From an optimization exercise on the open Yosys and OpenROAD flow, aimed at small area; shortcuts taken in it are not production practice. The RTL was checked by simulation tests, not by an equivalence proof against the original design. Power is estimated from default activity; no workload was simulated.

==> flow/design.v (excerpt) <==
module gba_drawer_merge
(
   input             clk100,
   input             enable,
   input             hblank,
   input      [7:0]  xpos,
   input      [7:0]  ypos,
   input             in_WND0_on,
   input             in_WND1_on,
   input             in_WNDOBJ_on,
   input      [7:0]  in_WND0_X1,
   input      [7:0]  in_WND0_X2,
   input      [7:0]  in_WND0_Y1,
   input      [7:0]  in_WND0_Y2,
   input      [7:0]  in_WND1_X1,
   input      [7:0]  in_WND1_X2,
   input      [7:0]  in_WND1_Y1,
   input      [7:0]  in_WND1_Y2,
   input      [5:0]  in_enables_wnd0,
   input      [5:0]  in_enables_wnd1,
   input      [5:0]  in_enables_wndobj,
   input      [5:0]  in_enables_wndout,
   input      [1:0]  in_special_effect_in,
   input             in_effect_1st_bg0,
   input             in_effect_1st_bg1,
   input             in_effect_1st_bg2,
   input             in_effect_1st_bg3,
   input             in_effect_1st_obj,
   input             in_effect_1st_BD,
   input             in_effect_2nd_bg0,
   input             in_effect_2nd_bg1,
   input             in_effect_2nd_bg2,
   input             in_effect_2nd_bg3,
   input             in_effect_2nd_obj,
   input             in_effect_2nd_BD,
   input      [1:0]  in_Prio_BG0,
   input      [1:0]  in_Prio_BG1,
   input      [1:0]  in_Prio_BG2,
   input      [1:0]  in_Prio_BG3,
   input      [4:0]  in_EVA,
   input      [4:0]  in_EVB,
   input      [4:0]  in_BLDY,
   input             in_ena_bg0,
   input             in_ena_bg1,
   input             in_ena_bg2,
   input             in_ena_bg3,
   input             in_ena_obj,
   input      [15:0] pixeldata_bg0,
   input      [15:0] pixeldata_bg1,
   input      [15:0] pixeldata_bg2,
   input      [15:0] pixeldata_bg3,
   input      [18:0] pixeldata_obj,
   input      [15:0] pixeldata_back,
   input             objwindow_in,
   output     [14:0] pixeldata_out,
   output reg [7:0]  pixel_x,
   output     [7:0]  pixel_y,
   output reg        pixel_we
);
Size: roughly 140 flip-flops.
clock: 10.0 ns
lec_check: 0
cap_margin: 20
core_margin: 2
core_utilization: 40
slew_margin: 20
synth_hierarchical: 1
synth_minimum_keep_size: 0
standard.sh (not shown) runs the stock make flow with config.mk's settings and CLKGATE_MAP_FILE= SYNTH_SCRIPT=/design/flow/synth_recipe.tcl, a recipe that flattens the netlist after the stock synthesis.
==> flow/flow/run.sh <==
#!/bin/bash
# The standard layout (standard.sh) with the smallest buffer on the ports and
# a clock tree of fewer, larger sink clusters without dummy loads.
export BUFFER_PORTS_ARGS="-buffer_cell sky130_fd_sc_hd__buf_1"
export CTS_ARGS="-sink_clustering_enable -repair_clock_nets -dont_use_dummy_load -sink_clustering_size 35 -sink_clustering_max_diameter 200 -buf_list {sky130_fd_sc_hd__clkbuf_4 sky130_fd_sc_hd__clkbuf_8}"
bash standard.sh > standard.log 2>&1
The starting point passed the timing, design-rule and antenna checks.
Change:
==> flow/flow/run.sh (replaced) <==
#!/bin/bash
# The standard layout (standard.sh) with the smallest buffer on the ports and
# a clock tree of small buffers without dummy loads.
export BUFFER_PORTS_ARGS="-buffer_cell sky130_fd_sc_hd__buf_1"
export CTS_ARGS="-sink_clustering_enable -repair_clock_nets -dont_use_dummy_load -buf_list {sky130_fd_sc_hd__clkbuf_4 sky130_fd_sc_hd__clkbuf_8}"
bash standard.sh > standard.log 2>&1
Via count is unchanged.
Total power does not change.
Global-route usage stays the same.
Final area does not change.
Routed wire length does not change.
Die area is unchanged.
Setup slack does not change.

build 3:
gba_drawer_merge, a different RTL version from the one above (not shown whole).
For scale: roughly 1000 cells after synthesis, about 140 flip-flops, roughly 11000 sq um of cells after synthesis.
==> flow/config.mk <==
export PLATFORM = sky130hd
export DESIGN_NAME = gba_drawer_merge
export DESIGN_NICKNAME = gba_drawer_merge
export VERILOG_FILES = /design/flow/design.v
export SDC_FILE = /design/flow/constraint.sdc
export NUM_CORES = 4
export LEC_CHECK = 0
export CAP_MARGIN = 20
export CORE_MARGIN = 2
export CORE_UTILIZATION = 40
export SLEW_MARGIN = 20
export SYNTH_HIERARCHICAL = 1
export SYNTH_MINIMUM_KEEP_SIZE = 0
==> flow/constraint.sdc <==
create_clock -name core_clock -period 10.0 [get_ports {clk100}]
set_input_delay 2.0000 -clock core_clock [delete_from_list [all_inputs] [get_ports {clk100}]]
set_output_delay 2.0000 -clock core_clock [all_outputs]
set_load 0.01 [all_outputs]
==> flow/flow/run.sh <==
#!/bin/bash
# The standard layout (standard.sh) with the smallest buffer on the ports and
# a clock tree of small buffers without dummy loads.
export BUFFER_PORTS_ARGS="-buffer_cell sky130_fd_sc_hd__buf_1"
export CTS_ARGS="-sink_clustering_enable -repair_clock_nets -dont_use_dummy_load -buf_list {sky130_fd_sc_hd__clkbuf_4 sky130_fd_sc_hd__clkbuf_8}"
bash standard.sh > standard.log 2>&1
### build 3 -> build 63
- swapping 20 for 0 in CAP_MARGIN
- putting GPL_TIMING_DRIVEN at 0 where nothing was set
- swapping 20 for 0 in SLEW_MARGIN
Results
- Going from build 3 to build 63, cell count after placement grows by 31.
- Build 63 -> build 3: flip-flop and latch count after synthesis delta 0, exact match
- Sequential power: build 63 vs build 3, no meaningful difference
- Diff build 3 -> build 63 | average detailed-routed wire length per instance | decrease of about 1.8%
- Compared with build 3, in build 63 core utilization grew by 0.72 points; worst setup slack shrank by 350 ps; worst relative slew slack shrank by 10 points.
- Of build 63 and build 3, it is build 63 that has the higher data arrival at the endpoint of the critical path.
- Against build 3, build 63 reports a weighted congestion at the end of routability-driven global placement that is higher.
- Against build 3, build 63 reports a final area that is higher.
- Sort build 63 and build 3 by net count of the finished layout, ascending, and build 3 comes first.

static timing again, ports no longer ideal:
No port has a modelled driver above. Below, the same layouts with a new extraction and two added sets of constraints. Step 1 assumes that a clkbuf_16 drives the clock port and a buf_2 every other input. Step 2, shift: input delay + t, output delay - t, t = (earliest + latest rising clock arrival at the registers) / 2. This alone moves slack from input paths to output paths. a / b / c = ideal ports / drivers / drivers and shift; a / b = the first two.
| run | shift t [ns] | setup slack, ns | hold WS [ns] | worst data-port slew with drivers (ns) | pins driven straight from the clock port |
|---|---|---|---|---|---|
| the first run of note 1 | 0.479 | 0.633 / 0.591 / 1.070 | 0.540 / 0.540 / 0.540 | 0.08 | 1 |
| the second run of note 1 | 0.479 | 0.633 / 0.591 / 1.070 | 0.540 / 0.540 / 0.540 | 0.08 | 1 |
| build 3 | 0.470 | 0.792 / 0.749 / 1.219 | 0.530 / 0.530 / 0.530 | 0.07 | 1 |
| build 63 | 0.480 | 0.446 / 0.405 / 0.885 | 0.523 / 0.523 / 0.523 | 0.08 | 1 |
After both steps setup and hold are still met in every run listed.
